This is an optimization exercise on Yosys and OpenROAD, whose aim is small area and a short achievable clock period, not a production implementation. Function was checked by simulation only, so behaviour that the tests miss may differ from the original. Power figures rest on the tool's default switching activity, not on a simulated workload.

==> flow/design.v <==
module ARMS2( clk, ibus, enable, dataFromMuxAfterCache, reset, daddrbus, dataFromProcessorToArbiter, opcode3, iaddrbus);
	input clk;
	input [31:0] ibus;
	input reset;
	input enable;
	input [63:0] dataFromMuxAfterCache;
	output [63:0] dataFromProcessorToArbiter;
	output [63:0] iaddrbus;
	output [10:0] opcode3;
	output [63:0] daddrbus;
	reg [63:2] pc;           
	reg [31:0] ir;           
	reg [63:2] npc;          
	reg [30:0] selA, selB;   
	reg [25:0] boff;         
	reg [63:0] ex_a;         
	reg [63:0] ex_b;         
	reg [63:0] ex_sd;        
	reg [1:0]  ex_op;        
	reg        ex_cin;
	reg        ex_sh;        
	reg        ex_lsr;
	reg        ex_movz;
	reg [5:0]  ex_shamt;
	reg [15:0] ex_imm16;
	reg        ex_we;
	reg [4:0]  ex_rd;
	reg        ex_ld, ex_st;
	reg [63:0] mem_d;        
	reg [63:0] mem_sd;       
	reg        mem_we;
	reg [4:0]  mem_rd;
	reg        mem_ld, mem_ls;   
	reg        wb_we;        
	reg [4:0]  wb_rd;
	reg [15:0] wb_zp;        
	wire [64*32-1:0] rfv;    
	wire [31:0] zf;          
	assign iaddrbus = {pc, 2'b00};
	assign daddrbus = mem_d;
	assign dataFromProcessorToArbiter = mem_sd;
	assign opcode3 = {mem_ls, 4'b1111, 4'b0000, mem_ld, 1'b0};   
	wire [10:0] opZ = ir[31:21];
	reg [2:0] S;
	reg Imm, Cin;
	reg [10:0] gop;
	always @(*) begin
		Imm = 1'b0; S = 3'b000; Cin = 1'b0; gop = 11'b0;
		if (opZ[10:5] == 6'b000101) begin S = 3'b010; gop = 11'h0A0; end
		else if (opZ[10:3] == 8'b01010101) begin S = 3'b010; gop = 11'h2A8; end
		else if (opZ[10:3] == 8'b01010110) begin S = 3'b010; gop = 11'h2B0; end
		else if (opZ[10:3] == 8'b01010111) begin S = 3'b010; gop = 11'h2B8; end
		else if (opZ[10:3] == 8'b01011000) begin S = 3'b010; gop = 11'h2C0; end
		else if (opZ[10:3] == 8'b10110101) begin S = 3'b010; gop = 11'h5A8; end
		else if (opZ[10:3] == 8'b10110100) begin S = 3'b010; gop = 11'h5A0; end
		else if ((opZ[4:1] == 4'b0100 || opZ[4:1] == 4'b1000) && opZ[7:5] == 3'b100) begin
			gop = {opZ[10:1], 1'b0};
			case (opZ[10:8])
				3'b100: begin Imm = 1'b1; S = opZ[4] ? 3'b110 : 3'b010; end
				3'b101: begin Imm = 1'b1; S = opZ[4] ? 3'b100 : 3'b010; end
				3'b110: begin Imm = 1'b1; S = opZ[4] ? 3'b000 : 3'b011; Cin = ~opZ[4]; end
				3'b111: begin Imm = 1'b1; S = opZ[4] ? 3'b110 : 3'b011; Cin = ~opZ[4]; end
				default: ;
			endcase
		end
		else if (opZ == 11'h7C2) begin S = 3'b010; gop = opZ; end
		else if (opZ == 11'h7C0) begin S = 3'b010; gop = opZ; end
		else if (opZ[10:2] == 9'b110100101) begin S = 3'b010; Imm = 1'b1; gop = 11'h694; end
		else if (opZ[2:0] == 3'b000 && opZ[6:4] == 3'b101) begin
			gop = opZ;
			case (opZ[10:7])
				4'b1000: S = opZ[3] ? 3'b010 : 3'b110;
				4'b1010: S = opZ[3] ? 3'b010 : 3'b100;
				4'b1100: begin S = opZ[3] ? 3'b011 : 3'b000; Cin = opZ[3]; end
				4'b1110: begin S = opZ[3] ? 3'b011 : 3'b110; Cin = opZ[3]; end
				default: ;
			endcase
		end
		else if (opZ == 11'h69B) begin S = 3'b010; gop = opZ; end
		else if (opZ == 11'h69A) begin S = 3'b010; gop = opZ; end
	end
	wire d_B    = (opZ[10:5] == 6'b000101);
	wire d_BEQ  = (opZ[10:3] == 8'b01010101);
	wire d_BNE  = (opZ[10:3] == 8'b01010110);
	wire d_BLT  = (opZ[10:3] == 8'b01010111);
	wire d_BGE  = (opZ[10:3] == 8'b01011000);
	wire d_CBZ  = (opZ[10:3] == 8'b10110100);
	wire d_CBNZ = (opZ[10:3] == 8'b10110101);
	wire d_LD   = (opZ == 11'h7C2);
	wire d_ST   = (opZ == 11'h7C0);
	wire d_MOVZ = (opZ[10:2] == 9'b110100101);
	wire d_LSL  = (opZ == 11'h69B);
	wire d_LSR  = (opZ == 11'h69A);
	wire d_we   = ~(d_ST | d_BLT | d_BGE | d_B | d_CBNZ | d_CBZ) & (ir[4:0] != 5'd31);
	wire [4:0] ra_if = ibus[9:5];
	wire [4:0] rb_if = (ibus[31:21] == 11'h7C0) ? ibus[4:0] : ibus[20:16];
	wire [4:0] rt = ir[4:0];
	reg [63:0] rdA, rdB;
	integer k;
	always @(*) begin
		rdA = 64'b0;
		rdB = 64'b0;
		for (k = 0; k < 31; k = k + 1) begin
			rdA = rdA | ({64{selA[k]}} & rfv[64*k +: 64]);
			rdB = rdB | ({64{selB[k]}} & rfv[64*k +: 64]);
		end
	end
	wire t_zero = (wb_we && wb_rd == rt) ? (&wb_zp) : zf[rt];
	wire [63:0] bop = ex_b;
	wire [63:0] p = ex_a ^ bop;
	wire [65:0] sum2 = {1'b0, ex_a, 1'b1} + {1'b0, bop, ex_cin};
	wire [64:0] sum = sum2[65:1];
	wire c64 = sum[64];
	wire c63 = p[63] ^ sum[63];
	reg  [63:0] alu;
	always @(*) begin
		case (ex_op)
			2'd0: alu = p;
			2'd1: alu = sum[63:0];
			2'd2: alu = ex_a | bop;
			default: alu = ex_a & bop;
		endcase
	end
	wire [63:0] zadd = ~(p ^ {ex_a[62:0] | bop[62:0], ex_cin});
	reg fZ;
	always @(*) begin
		case (ex_op)
			2'd0: fZ = ~|p;
			2'd1: fZ = &zadd;
			2'd2: fZ = ~|(ex_a | bop);
			default: fZ = ~|(ex_a & bop);
		endcase
	end
	wire fLT = (ex_op == 2'd1) ? (p[63] ^ c64) : (alu[63] ^ c64 ^ c63);
	function [63:0] rev64;
		input [63:0] x;
		integer k;
		begin
			for (k = 0; k < 64; k = k + 1) rev64[k] = x[63 - k];
		end
	endfunction
	wire [63:0] sh_in  = ex_movz ? {48'b0, ex_imm16} : (ex_lsr ? rev64(ex_a) : ex_a);
	wire [63:0] sh_l   = sh_in << ex_shamt;
	wire [63:0] sh_out = ex_lsr ? rev64(sh_l) : sh_l;
	wire [63:0] ex_res = ex_sh ? sh_out : alu;
	wire taken = d_B | (d_CBZ & t_zero) | (d_CBNZ & ~t_zero) |
	             (d_BEQ & fZ) | (d_BNE & ~fZ) |
	             (d_BLT & fLT) | (d_BGE & ~fLT);
	wire [63:2] target = npc + {{36{boff[25]}}, boff};
	wire [63:2] pc4    = pc + 62'd1;
	wire [63:0] wdata = mem_ld ? dataFromMuxAfterCache : mem_d;
	wire        wen   = enable & ~reset & mem_we;
	wire [15:0] wzp;
	assign rfv[64*31 +: 64] = 64'b0;
	assign zf[31] = 1'b1;
	genvar gi;
	generate
		for (gi = 0; gi < 16; gi = gi + 1) begin : g_zp
			assign wzp[gi] = ~|wdata[4*gi+3:4*gi];
		end
		for (gi = 0; gi < 31; gi = gi + 1) begin : g_sel
			always @(posedge clk) begin
				if (enable) begin
					selA[gi] <= reset ? (gi == 0) : (ra_if == gi);
					selB[gi] <= reset ? (gi == 0) : (rb_if == gi);
				end
			end
		end
		for (gi = 0; gi < 31; gi = gi + 1) begin : g_rf
			reg [63:0] x;
			reg z;
			always @(posedge clk) begin
				if (wen && mem_rd == gi) x <= wdata;
				if (wb_we && wb_rd == gi) z <= &wb_zp;
			end
			assign rfv[64*gi +: 64] = x;
			assign zf[gi] = z;
		end
	endgenerate
	always @(posedge clk) begin
		wb_we <= wen;
		wb_rd <= mem_rd;
		wb_zp <= wzp;
	end
	always @(posedge clk) begin
		if (enable) begin
			pc  <= reset ? 62'b0 : (taken ? target : pc4);
			ir  <= reset ? 32'b0 : ibus;
			npc <= pc4;
			boff <= (ibus[31:26] == 6'b000101) ? ibus[25:0] : {{7{ibus[23]}}, ibus[23:5]};
			ex_a      <= rdA;
			ex_b      <= ((d_LD | d_ST) ? {{55{ir[20]}}, ir[20:12]} : Imm ? {52'b0, ir[21:10]} : rdB) ^ {64{S[0]}};
			ex_sd     <= rdB;
			ex_op     <= (S[2:1] == 2'b00) ? 2'd0 : (S[2:1] == 2'b01) ? 2'd1 : (S[2:1] == 2'b10) ? 2'd2 : 2'd3;
			ex_cin    <= Cin;
			ex_sh     <= d_LSL | d_LSR | d_MOVZ;
			ex_lsr    <= d_LSR;
			ex_movz   <= d_MOVZ;
			ex_shamt  <= d_MOVZ ? {ir[22:21], 4'b0} : ir[15:10];
			ex_imm16  <= ir[20:5];
			ex_rd     <= ir[4:0];
			ex_we     <= reset ? 1'b0 : d_we;
			ex_ld     <= reset ? 1'b0 : d_LD;
			ex_st     <= reset ? 1'b0 : d_ST;
			mem_d  <= ex_res;
			mem_sd <= ex_sd;
			mem_rd <= ex_rd;
			mem_we <= reset ? 1'b0 : ex_we;
			mem_ld <= reset ? 1'b0 : ex_ld;
			mem_ls <= reset ? 1'b0 : (ex_ld | ex_st);
		end
	end
endmodule
clock: 15.0 ns
lec_check: 0
cap_margin: 20
core_margin: 2
core_utilization: 40
slew_margin: 20
standard.sh (not shown) runs the stock make flow with config.mk's settings and CLKGATE_MAP_FILE= SYNTH_SCRIPT=/design/flow/synth_recipe.tcl, a recipe that flattens the netlist after the stock synthesis.
==> flow/flow/run.sh <==
#!/bin/bash
# Standard layout, but with repair_timing asked for extra setup margin so that the
# optimiser works towards a shorter period than the 15 ns clock needs.
set -euo pipefail
bash standard.sh synth > synth.log 2>&1
bash standard.sh SETUP_SLACK_MARGIN=10.5 finish > layout.log 2>&1
Edit:
--- a/flow/design.v
+++ b/flow/design.v
@@ -11,7 +11,6 @@
 	reg [63:2] pc;           
 	reg [31:0] ir;           
 	reg [63:2] npc;          
-	reg [30:0] selA, selB;   
 	reg [25:0] boff;         
 	reg [63:0] ex_a;         
 	reg [63:0] ex_b;         
@@ -39,7 +38,7 @@
 	assign iaddrbus = {pc, 2'b00};
 	assign daddrbus = mem_d;
 	assign dataFromProcessorToArbiter = mem_sd;
-	assign opcode3 = {mem_ls, 4'b1111, 4'b0000, mem_ld, 1'b0};   
+	assign opcode3 = {{5{mem_ls}}, 4'b0000, mem_ld, 1'b0};
 	wire [10:0] opZ = ir[31:21];
 	reg [2:0] S;
 	reg Imm, Cin;
@@ -92,8 +91,8 @@
 	wire d_LSL  = (opZ == 11'h69B);
 	wire d_LSR  = (opZ == 11'h69A);
 	wire d_we   = ~(d_ST | d_BLT | d_BGE | d_B | d_CBNZ | d_CBZ) & (ir[4:0] != 5'd31);
-	wire [4:0] ra_if = ibus[9:5];
-	wire [4:0] rb_if = (ibus[31:21] == 11'h7C0) ? ibus[4:0] : ibus[20:16];
+	wire [4:0] ra = ir[9:5];
+	wire [4:0] rb = d_ST ? ir[4:0] : ir[20:16];
 	wire [4:0] rt = ir[4:0];
 	reg [63:0] rdA, rdB;
 	integer k;
@@ -101,8 +100,8 @@
 		rdA = 64'b0;
 		rdB = 64'b0;
 		for (k = 0; k < 31; k = k + 1) begin
-			rdA = rdA | ({64{selA[k]}} & rfv[64*k +: 64]);
-			rdB = rdB | ({64{selB[k]}} & rfv[64*k +: 64]);
+			rdA = rdA | ({64{ra == k}} & rfv[64*k +: 64]);
+			rdB = rdB | ({64{rb == k}} & rfv[64*k +: 64]);
 		end
 	end
 	wire t_zero = (wb_we && wb_rd == rt) ? (&wb_zp) : zf[rt];
@@ -157,14 +156,6 @@
 	generate
 		for (gi = 0; gi < 16; gi = gi + 1) begin : g_zp
 			assign wzp[gi] = ~|wdata[4*gi+3:4*gi];
-		end
-		for (gi = 0; gi < 31; gi = gi + 1) begin : g_sel
-			always @(posedge clk) begin
-				if (enable) begin
-					selA[gi] <= reset ? (gi == 0) : (ra_if == gi);
-					selB[gi] <= reset ? (gi == 0) : (rb_if == gi);
-				end
-			end
 		end
 		for (gi = 0; gi < 31; gi = gi + 1) begin : g_rf
 			reg [63:0] x;
After rerunning: The changed run went through all stages and came out clean. Critical path depth fell by 7. Wire length rose by a few percent. Global-route usage rose by 1.3 points. Power rose by roughly a tenth. Final cell count hardly moves. Die area barely changes. Setup slack gets better by 170 ps. Sequential cell count fell by 62. Hold slack gets worse by 3.1 ps. Sequential power rose by a few percent. Clock skew fell by 34 ps. Utilization rose by 0.76 points.

-- re-timing with driven ports --
The flow's constraints put no driver on any port. The routed layouts listed below were extracted and timed again, unchanged, in two steps. Step 1 sets driving cells, clkbuf_16 on the clock port and buf_2 on the other inputs (assumed; they add their load-dependent delay and slew). Step 2 moves the port delays by t, midway between the first and last clock arrival at a register: inputs arrive t later, outputs are due t later. That takes back most of the time a late clock gives input paths. Three values: no drivers, after step 1, after step 2; two values: the first two.
run | t (ns) | setup WS [ns] | worst data-port slew with drivers (ns)
the first run | 1.018 | 10.010 / 10.010 / 9.287 | 0.26
the second run | 0.998 | 10.178 / 10.178 / 9.455 | 0.10
After both steps setup and hold are still met in every run listed.
